What follows belongs to an exercise in optimizing a design on an open flow for small area, a short achievable clock period and few clock cycles; a production flow would make more cautious choices. Only simulation tests tie the RTL to the original design; equivalence was not proved.

==> module Top, before the edit <==
module Top(pts,led,out,clk,IN,wr_en,wr_a,wr_b,wr_w);
 input [2:0]pts;
 input [3:0]IN;
 input clk;
 output reg led;
 output reg [2:0]out;
 input wr_en;
 input [2:0]wr_a,wr_b;
 input [5:0]wr_w;
 reg tk_inp,start,reset;
 reg st_d;
 always@(posedge clk)
 begin
     tk_inp<=IN[1];
     start<=IN[2];
     reset<=IN[3];
     st_d<=start;
 end
 reg [2:0]i_state,f_state;
 wire ld=IN[1]&&!tk_inp;
 wire ld_src=ld&&!IN[0];
 always@(posedge clk)
 begin
     if(ld_src)
       i_state<=pts;
     if(ld&&IN[0])
       f_state<=pts;
 end
 wire [2:0]src_n=ld_src?pts:i_state;
 reg [5:0]wt[27:0];
 function integer eidx(input integer i,input integer j);
   integer lo,hi;
   begin
     lo=(i<j)?i:j;
     hi=(i<j)?j:i;
     eidx=lo*7-(lo*(lo-1))/2+(hi-lo-1);
   end
 endfunction
 genvar gi,gj;
 generate
   for(gi=0;gi<8;gi=gi+1)
   begin:wi
     for(gj=gi+1;gj<8;gj=gj+1)
     begin:wj
       always@(posedge clk)
         if(wr_en&&((wr_a==gi&&wr_b==gj)||(wr_a==gj&&wr_b==gi)))
           wt[eidx(gi,gj)]<=wr_w;
     end
   end
 endgenerate
 reg [6:0]dt[7:0];
 reg [7:0]visited;
 reg [2:0]pred[7:0];
 reg relax,first;
 wire restart=wr_en||ld_src;
 function mle(input [6:0]x,input [6:0]y);
   integer b;
   reg l,e;
   begin
     l=1'b0;
     e=1'b1;
     for(b=5;b>=0;b=b-1)
     begin
       l=l|(e&~x[b]&y[b]);
       e=e&~(x[b]^y[b]);
     end
     mle=(l|e)^x[6]^y[6];
   end
 endfunction
 function kle(input [7:0]x,input [7:0]y);
   begin
     kle=x[7]?y[7]:(y[7]|mle(x[6:0],y[6:0]));
   end
 endfunction
 wire [7:0]key[7:0];
 generate
   for(gi=0;gi<8;gi=gi+1)
   begin:ky
     assign key[gi]={visited[gi],dt[gi]};
   end
 endgenerate
 wire [7:0]hw;
 wire [7:0]mh[1:0];
 generate
   for(gi=0;gi<2;gi=gi+1)
   begin:hf
     wire l01=kle(key[4*gi],key[4*gi+1]);
     wire l02=kle(key[4*gi],key[4*gi+2]);
     wire l03=kle(key[4*gi],key[4*gi+3]);
     wire l12=kle(key[4*gi+1],key[4*gi+2]);
     wire l13=kle(key[4*gi+1],key[4*gi+3]);
     wire l23=kle(key[4*gi+2],key[4*gi+3]);
     assign hw[4*gi]=l01&l02&l03;
     assign hw[4*gi+1]=!l01&l12&l13;
     assign hw[4*gi+2]=!l02&!l12&l23;
     assign hw[4*gi+3]=!l03&!l13&!l23;
     assign mh[gi]=({8{hw[4*gi]}}&key[4*gi])|({8{hw[4*gi+1]}}&key[4*gi+1])|
                   ({8{hw[4*gi+2]}}&key[4*gi+2])|({8{hw[4*gi+3]}}&key[4*gi+3]);
   end
 endgenerate
 wire hi=!kle(mh[0],mh[1]);
 wire [7:0]m07=hi?mh[1]:mh[0];
 wire any=!m07[7];
 wire [7:0]sel={{4{any&hi}}&hw[7:4],{4{any&!hi}}&hw[3:0]};
 reg [7:0]sel_r;
 reg [6:0]dp;
 always@(posedge clk)
 begin
     if(restart)
     begin
         sel_r<=8'd1<<src_n;
         dp<=7'd0;
     end
     else
     begin
         sel_r<=sel;
         dp<=m07[6:0];
     end
 end
 wire [2:0]p={sel_r[4]|sel_r[5]|sel_r[6]|sel_r[7],sel_r[2]|sel_r[3]|sel_r[6]|sel_r[7],sel_r[1]|sel_r[3]|sel_r[5]|sel_r[7]};
 reg [5:0]wp[7:0];
 integer u,v;
 always@(*)
 begin
     for(v=0;v<8;v=v+1)
     begin
       wp[v]=6'd0;
       for(u=0;u<8;u=u+1)
         if(u!=v)
           wp[v]=wp[v]|({6{sel_r[u]}}&wt[eidx(u,v)]);
     end
 end
 wire [6:0]sum[7:0];
 wire [7:0]r_lt,r_le;
 generate
   for(gi=0;gi<8;gi=gi+1)
   begin:sm
     assign sum[gi]=dp+{1'b0,wp[gi]};
     wire lo=sum[gi][5:0]<dt[gi][5:0];
     assign r_lt[gi]=(sum[gi][6]==dt[gi][6])?lo:!lo;
     assign r_le[gi]=r_lt[gi]|(sum[gi]==dt[gi]);
   end
 endgenerate
 always@(posedge clk)
 begin
     if(restart)
     begin
         visited<=8'd1<<src_n;
         relax<=1'b1;
         first<=1'b1;
     end
     else if(!relax)
     begin
         visited<=visited|sel;
         relax<=any;
     end
     else
     begin
         relax<=1'b0;
         first<=1'b0;
     end
 end
 integer k;
 always@(posedge clk)
 begin
     if(relax)
       for(k=0;k<8;k=k+1)
         if(!visited[k])
         begin
           if(first||r_lt[k])
           begin
             dt[k]<=sum[k];
             pred[k]<=p;
           end
           else if(r_le[k]&&p<pred[k])
             pred[k]<=p;
         end
 end
 always@(posedge clk)
 begin
     if(IN[3]&&reset)
       led<=1'b0;
     else if(!IN[3]&&(visited[f_state]||(!relax&&sel[f_state])))
       led<=1'b1;
 end
 reg [2:0]cur;
 always@(posedge clk)
 begin
     if(reset)
       cur<=f_state;
     else if(start&&!st_d)
     begin
         out<=cur;
         if(cur!=i_state)
           cur<=pred[cur];
     end
 end
endmodule
clock: 12.0 ns
lec_check: 0
cap_margin: 20
core_margin: 2
core_utilization: 40
slew_margin: 20
standard.sh (not shown) runs the stock make flow with config.mk's settings and CLKGATE_MAP_FILE= SYNTH_SCRIPT=/design/flow/synth_recipe.tcl, a recipe that flattens the netlist after the stock synthesis.
==> flow/flow/run.sh <==
#!/bin/bash
# The standard layout, with repair_timing aiming for a larger setup slack
# than the 12 ns clock needs, so that the achieved period shrinks.
set -euo pipefail
bash standard.sh SETUP_SLACK_MARGIN=8.0 finish > standard.log 2>&1
Testbench counts at the start, summed over its fixed seeds: cycles 4,371.
Change:
--- a/flow/design.v
+++ b/flow/design.v
@@ -136,11 +136,10 @@
  generate
    for(gi=0;gi<8;gi=gi+1)
    begin:sm
      assign sum[gi]=dp+{1'b0,wp[gi]};
-     wire lo=sum[gi][5:0]<dt[gi][5:0];
-     assign r_lt[gi]=(sum[gi][6]==dt[gi][6])?lo:!lo;
-     assign r_le[gi]=r_lt[gi]|(sum[gi]==dt[gi]);
+     assign r_lt[gi]=(sum[gi][6]==dt[gi][6])?(sum[gi][5:0]<dt[gi][5:0]):(sum[gi][5:0]>=dt[gi][5:0]);
+     assign r_le[gi]=(sum[gi][6]==dt[gi][6])?(sum[gi][5:0]<=dt[gi][5:0]):(sum[gi][5:0]>dt[gi][5:0]);
    end
  endgenerate
  always@(posedge clk)
  begin
After rerunning: The changed run finished clean; wire length goes up by 6.8%; global-route usage goes up by 0.29 points; sequential cell count stays the same; non-clock buffer count goes up by 10.
Testbench counts after the change, summed over its fixed seeds: cycles 4,371.

## run Y
The RTL this note starts from:
==> flow/design.v <==
`timescale 1ps/1ps
module Top(pts,led,out,clk,IN,wr_en,wr_a,wr_b,wr_w);
 input [2:0]pts;
 input [3:0]IN;
 input clk;
 output reg led;
 output reg [2:0]out;
 input wr_en;
 input [2:0]wr_a,wr_b;
 input [5:0]wr_w;
 reg tk_inp,start,reset;
 reg st_d;
 always@(posedge clk)
 begin
     tk_inp<=IN[1];
     start<=IN[2];
     reset<=IN[3];
     st_d<=start;
 end
 reg [2:0]i_state,f_state;
 wire ld=IN[1]&&!tk_inp;
 wire ld_src=ld&&!IN[0];
 always@(posedge clk)
 begin
     if(ld_src)
       i_state<=pts;
     if(ld&&IN[0])
       f_state<=pts;
 end
 wire [2:0]src_n=ld_src?pts:i_state;
 reg [5:0]wt[27:0];
 function integer eidx(input integer i,input integer j);
   integer lo,hi;
   begin
     lo=(i<j)?i:j;
     hi=(i<j)?j:i;
     eidx=lo*7-(lo*(lo-1))/2+(hi-lo-1);
   end
 endfunction
 genvar gi,gj;
 generate
   for(gi=0;gi<8;gi=gi+1)
   begin:wi
     for(gj=gi+1;gj<8;gj=gj+1)
     begin:wj
       always@(posedge clk)
         if(wr_en&&((wr_a==gi&&wr_b==gj)||(wr_a==gj&&wr_b==gi)))
           wt[eidx(gi,gj)]<=wr_w;
     end
   end
 endgenerate
 reg [6:0]dt[7:0];
 reg [7:0]visited;
 reg [2:0]pred[7:0];
 reg relax,first;
 wire restart=wr_en||ld_src;
 function mle(input [6:0]x,input [6:0]y);
   integer b;
   reg l,e;
   begin
     l=1'b0;
     e=1'b1;
     for(b=5;b>=0;b=b-1)
     begin
       l=l|(e&~x[b]&y[b]);
       e=e&~(x[b]^y[b]);
     end
     mle=(l|e)^x[6]^y[6];
   end
 endfunction
 function kle(input [7:0]x,input [7:0]y);
   begin
     kle=x[7]?y[7]:(y[7]|mle(x[6:0],y[6:0]));
   end
 endfunction
 wire [7:0]key[7:0];
 generate
   for(gi=0;gi<8;gi=gi+1)
   begin:ky
     assign key[gi]={visited[gi],dt[gi]};
   end
 endgenerate
 wire [7:0]le[7:0];
 wire [7:0]sel;
 generate
   for(gi=0;gi<8;gi=gi+1)
   begin:cm
     for(gj=0;gj<8;gj=gj+1)
     begin:cj
       if(gj>gi) assign le[gi][gj]=kle(key[gi],key[gj]);
       else assign le[gi][gj]=1'b0;
     end
   end
   for(gi=0;gi<8;gi=gi+1)
   begin:sl
     wire [7:0]ok;
     for(gj=0;gj<8;gj=gj+1)
     begin:sc
       if(gj==gi) assign ok[gj]=!visited[gi];
       else if(gj>gi) assign ok[gj]=le[gi][gj];
       else assign ok[gj]=!le[gj][gi];
     end
     assign sel[gi]=&ok;
   end
 endgenerate
 wire any=!(&visited);
 reg [6:0]m07;
 integer q;
 always@(*)
 begin
     m07=7'd0;
     for(q=0;q<8;q=q+1)
       m07=m07|({7{sel[q]}}&dt[q]);
 end
 reg [7:0]sel_r;
 reg [6:0]dp;
 always@(posedge clk)
 begin
     if(restart)
     begin
         sel_r<=8'd1<<src_n;
         dp<=7'd0;
     end
     else
     begin
         sel_r<=sel;
         dp<=m07;
     end
 end
 wire [2:0]p={sel_r[4]|sel_r[5]|sel_r[6]|sel_r[7],sel_r[2]|sel_r[3]|sel_r[6]|sel_r[7],sel_r[1]|sel_r[3]|sel_r[5]|sel_r[7]};
 reg [5:0]wp[7:0];
 integer u,v;
 always@(*)
 begin
     for(v=0;v<8;v=v+1)
     begin
       wp[v]=6'd0;
       for(u=0;u<8;u=u+1)
         if(u!=v)
           wp[v]=wp[v]|({6{sel_r[u]}}&wt[eidx(u,v)]);
     end
 end
 wire [6:0]sum[7:0];
 wire [7:0]r_lt,r_le;
 generate
   for(gi=0;gi<8;gi=gi+1)
   begin:sm
     assign sum[gi]=dp+{1'b0,wp[gi]};
     wire lo=sum[gi][5:0]<dt[gi][5:0];
     assign r_lt[gi]=(sum[gi][6]==dt[gi][6])?lo:!lo;
     assign r_le[gi]=r_lt[gi]|(sum[gi]==dt[gi]);
   end
 endgenerate
 always@(posedge clk)
 begin
     if(restart)
     begin
         visited<=8'd1<<src_n;
         relax<=1'b1;
         first<=1'b1;
     end
     else if(!relax)
     begin
         visited<=visited|sel;
         relax<=any;
     end
     else
     begin
         relax<=1'b0;
         first<=1'b0;
     end
 end
 integer k;
 always@(posedge clk)
 begin
     if(relax)
       for(k=0;k<8;k=k+1)
         if(!visited[k])
         begin
           if(first||r_lt[k])
           begin
             dt[k]<=sum[k];
             pred[k]<=p;
           end
           else if(r_le[k]&&p<pred[k])
             pred[k]<=p;
         end
 end
 always@(posedge clk)
 begin
     if(IN[3]&&reset)
       led<=1'b0;
     else if(!IN[3]&&(visited[f_state]||(!relax&&sel[f_state])))
       led<=1'b1;
 end
 reg [2:0]cur;
 always@(posedge clk)
 begin
     if(reset)
       cur<=f_state;
     else if(start&&!st_d)
     begin
         out<=cur;
         if(cur!=i_state)
           cur<=pred[cur];
     end
 end
endmodule
export LEC_CHECK = 0
export CAP_MARGIN = 20
export CORE_MARGIN = 2
export CORE_UTILIZATION = 40
export CTS_BUF_LIST = sky130_fd_sc_hd__clkbuf_16
export CTS_CLUSTER_DIAMETER = 80
export CTS_CLUSTER_SIZE = 30
export SLEW_MARGIN = 20
create_clock -name core_clock -period 12.0 [get_ports {clk}]
==> flow/flow/run.sh <==
#!/bin/bash
# The standard layout, with repair_timing aiming for a larger setup slack
# than the 12 ns clock needs, so that the achieved period shrinks, and
# buf_4 cells as the port buffers.
set -euo pipefail
bash standard.sh SETUP_SLACK_MARGIN=8.0 "BUFFER_PORTS_ARGS=-buffer_cell sky130_fd_sc_hd__buf_4" finish > standard.log 2>&1
Testbench counts of run Y, summed over its fixed seeds: cycles 4,371.
Setup changes, run Y to run A
==> flow/design.v, changed modules only <==
module Top(pts,led,out,clk,IN,wr_en,wr_a,wr_b,wr_w);
 input [2:0]pts;
 input [3:0]IN;
 input clk;
 output reg led;
 output reg [2:0]out;
 input wr_en;
 input [2:0]wr_a,wr_b;
 input [5:0]wr_w;
 reg tk_inp,start,reset;
 reg st_d;
 always@(posedge clk)
 begin
     tk_inp<=IN[1];
     start<=IN[2];
     reset<=IN[3];
     st_d<=start;
 end
 reg [2:0]i_state,f_state;
 wire ld=IN[1]&&!tk_inp;
 wire ld_src=ld&&!IN[0];
 always@(posedge clk)
 begin
     if(ld_src)
       i_state<=pts;
     if(ld&&IN[0])
       f_state<=pts;
 end
 wire [2:0]src_n=ld_src?pts:i_state;
 reg [5:0]wt[27:0];
 function integer eidx(input integer i,input integer j);
   integer lo,hi;
   begin
     lo=(i<j)?i:j;
     hi=(i<j)?j:i;
     eidx=lo*7-(lo*(lo-1))/2+(hi-lo-1);
   end
 endfunction
 genvar gi,gj;
 generate
   for(gi=0;gi<8;gi=gi+1)
   begin:wi
     for(gj=gi+1;gj<8;gj=gj+1)
     begin:wj
       always@(posedge clk)
         if(wr_en&&((wr_a==gi&&wr_b==gj)||(wr_a==gj&&wr_b==gi)))
           wt[eidx(gi,gj)]<=wr_w;
     end
   end
 endgenerate
 reg [6:0]dt[7:0];
 reg [7:0]visited;
 reg [2:0]pred[7:0];
 reg relax,first;
 wire restart=wr_en||ld_src;
 function mle(input [6:0]x,input [6:0]y);
   integer b;
   reg l,e;
   begin
     l=1'b0;
     e=1'b1;
     for(b=5;b>=0;b=b-1)
     begin
       l=l|(e&~x[b]&y[b]);
       e=e&~(x[b]^y[b]);
     end
     mle=(l|e)^x[6]^y[6];
   end
 endfunction
 function kle(input [7:0]x,input [7:0]y);
   begin
     kle=x[7]?y[7]:(y[7]|mle(x[6:0],y[6:0]));
   end
 endfunction
 wire [7:0]key[7:0];
 generate
   for(gi=0;gi<8;gi=gi+1)
   begin:ky
     assign key[gi]={visited[gi],dt[gi]};
   end
 endgenerate
 wire [7:0]hw;
 wire [7:0]mh[1:0];
 generate
   for(gi=0;gi<2;gi=gi+1)
   begin:hf
     wire l01=kle(key[4*gi],key[4*gi+1]);
     wire l02=kle(key[4*gi],key[4*gi+2]);
     wire l03=kle(key[4*gi],key[4*gi+3]);
     wire l12=kle(key[4*gi+1],key[4*gi+2]);
     wire l13=kle(key[4*gi+1],key[4*gi+3]);
     wire l23=kle(key[4*gi+2],key[4*gi+3]);
     assign hw[4*gi]=l01&l02&l03;
     assign hw[4*gi+1]=!l01&l12&l13;
     assign hw[4*gi+2]=!l02&!l12&l23;
     assign hw[4*gi+3]=!l03&!l13&!l23;
     assign mh[gi]=({8{hw[4*gi]}}&key[4*gi])|({8{hw[4*gi+1]}}&key[4*gi+1])|
                   ({8{hw[4*gi+2]}}&key[4*gi+2])|({8{hw[4*gi+3]}}&key[4*gi+3]);
   end
 endgenerate
 wire hi=!kle(mh[0],mh[1]);
 wire [7:0]m07=hi?mh[1]:mh[0];
 wire any=!m07[7];
 wire [7:0]sel={{4{any&hi}}&hw[7:4],{4{any&!hi}}&hw[3:0]};
 reg [7:0]sel_r;
 reg [6:0]dp;
 always@(posedge clk)
 begin
     if(restart)
     begin
         sel_r<=8'd1<<src_n;
         dp<=7'd0;
     end
     else
     begin
         sel_r<=sel;
         dp<=m07[6:0];
     end
 end
 wire [2:0]p={sel_r[4]|sel_r[5]|sel_r[6]|sel_r[7],sel_r[2]|sel_r[3]|sel_r[6]|sel_r[7],sel_r[1]|sel_r[3]|sel_r[5]|sel_r[7]};
 reg [5:0]wp[7:0];
 integer u,v;
 always@(*)
 begin
     for(v=0;v<8;v=v+1)
     begin
       wp[v]=6'd0;
       for(u=0;u<8;u=u+1)
         if(u!=v)
           wp[v]=wp[v]|({6{sel_r[u]}}&wt[eidx(u,v)]);
     end
 end
 wire [6:0]sum[7:0];
 wire [7:0]r_lt,r_le;
 generate
   for(gi=0;gi<8;gi=gi+1)
   begin:sm
     assign sum[gi]=dp+{1'b0,wp[gi]};
     wire lo=sum[gi][5:0]<dt[gi][5:0];
     assign r_lt[gi]=(sum[gi][6]==dt[gi][6])?lo:!lo;
     assign r_le[gi]=r_lt[gi]|(sum[gi]==dt[gi]);
   end
 endgenerate
 always@(posedge clk)
 begin
     if(restart)
     begin
         visited<=8'd1<<src_n;
         relax<=1'b1;
         first<=1'b1;
     end
     else if(!relax)
     begin
         visited<=visited|sel;
         relax<=any;
     end
     else
     begin
         relax<=1'b0;
         first<=1'b0;
     end
 end
 integer k;
 always@(posedge clk)
 begin
     if(relax)
       for(k=0;k<8;k=k+1)
         if(!visited[k])
         begin
           if(first||r_lt[k])
           begin
             dt[k]<=sum[k];
             pred[k]<=p;
           end
           else if(r_le[k]&&p<pred[k])
             pred[k]<=p;
         end
 end
 always@(posedge clk)
 begin
     if(IN[3]&&reset)
       led<=1'b0;
     else if(!IN[3]&&(visited[f_state]||(!relax&&sel[f_state])))
       led<=1'b1;
 end
 reg [2:0]cur;
 always@(posedge clk)
 begin
     if(reset)
       cur<=f_state;
     else if(start&&!st_d)
     begin
         out<=cur;
         if(cur!=i_state)
           cur<=pred[cur];
     end
 end
endmodule
### Flow results
All of run Y and run A finish clean. Fraction of synthesized cell area in xor and xnor cells: run A < run Y. The core of run A is more densely filled than that of run Y. Run A vs run Y — non-clock buffer instance count of the final layout climbed by more than 100%. Final critical-path share of the clock period is lower on run Y. Compared with run Y, run A shows a antenna diode count that is 1 higher. Looking at overall die width, run A sits about 4.5% lower than run Y does. Looking at number of cells upsized or downsized after cts across run Y and run A, the one that comes out lower is run Y. Going from run Y to run A, area of all placed cells without fillers shrank slightly. Compared to run Y, the router laid down less metal wire for run A. NOTE first-iteration DRC count run Y->run A decreased by more than a quarter. In run A, die area is lower than in run Y. Run A: wire length of the first global-routing pass 15% below run Y.
Testbench counts of run A, summed over its fixed seeds: cycles 4,371.

==> static timing again, ports no longer ideal <==
The results above use ideal ports. As a check the final layouts listed here were re-extracted and re-timed, cells and wires unchanged.
Step 1: set_driving_cell puts a clkbuf_16 on clk and a buf_2 on each other input, an assumption about the parent block.
Step 2, shift: input delay + t, output delay - t, t = (earliest + latest rising clock arrival at the registers) / 2. This alone moves slack from input paths to output paths.
Slacks: ideal ports / drivers / drivers and shift; pairs: ideal ports / drivers.
run | shift t [ns] | slack for setup (ns) | worst slew at a driven data input, ns
the first run of note 1 | 0.646 | 7.685 / 7.685 / 7.315 | 0.06
the second run of note 1 | 0.648 | 7.793 / 7.793 / 7.377 | 0.04
run Y | 0.581 | 8.047 / 8.047 / 7.655 | 0.05
run A | 0.576 | 7.698 / 7.698 / 7.597 | 0.10
After both steps every run listed still meets setup and hold. The setup slack of the second run of note 1, which loses most, moves by 0.000 ns with the drivers and by -0.416 ns with both steps.
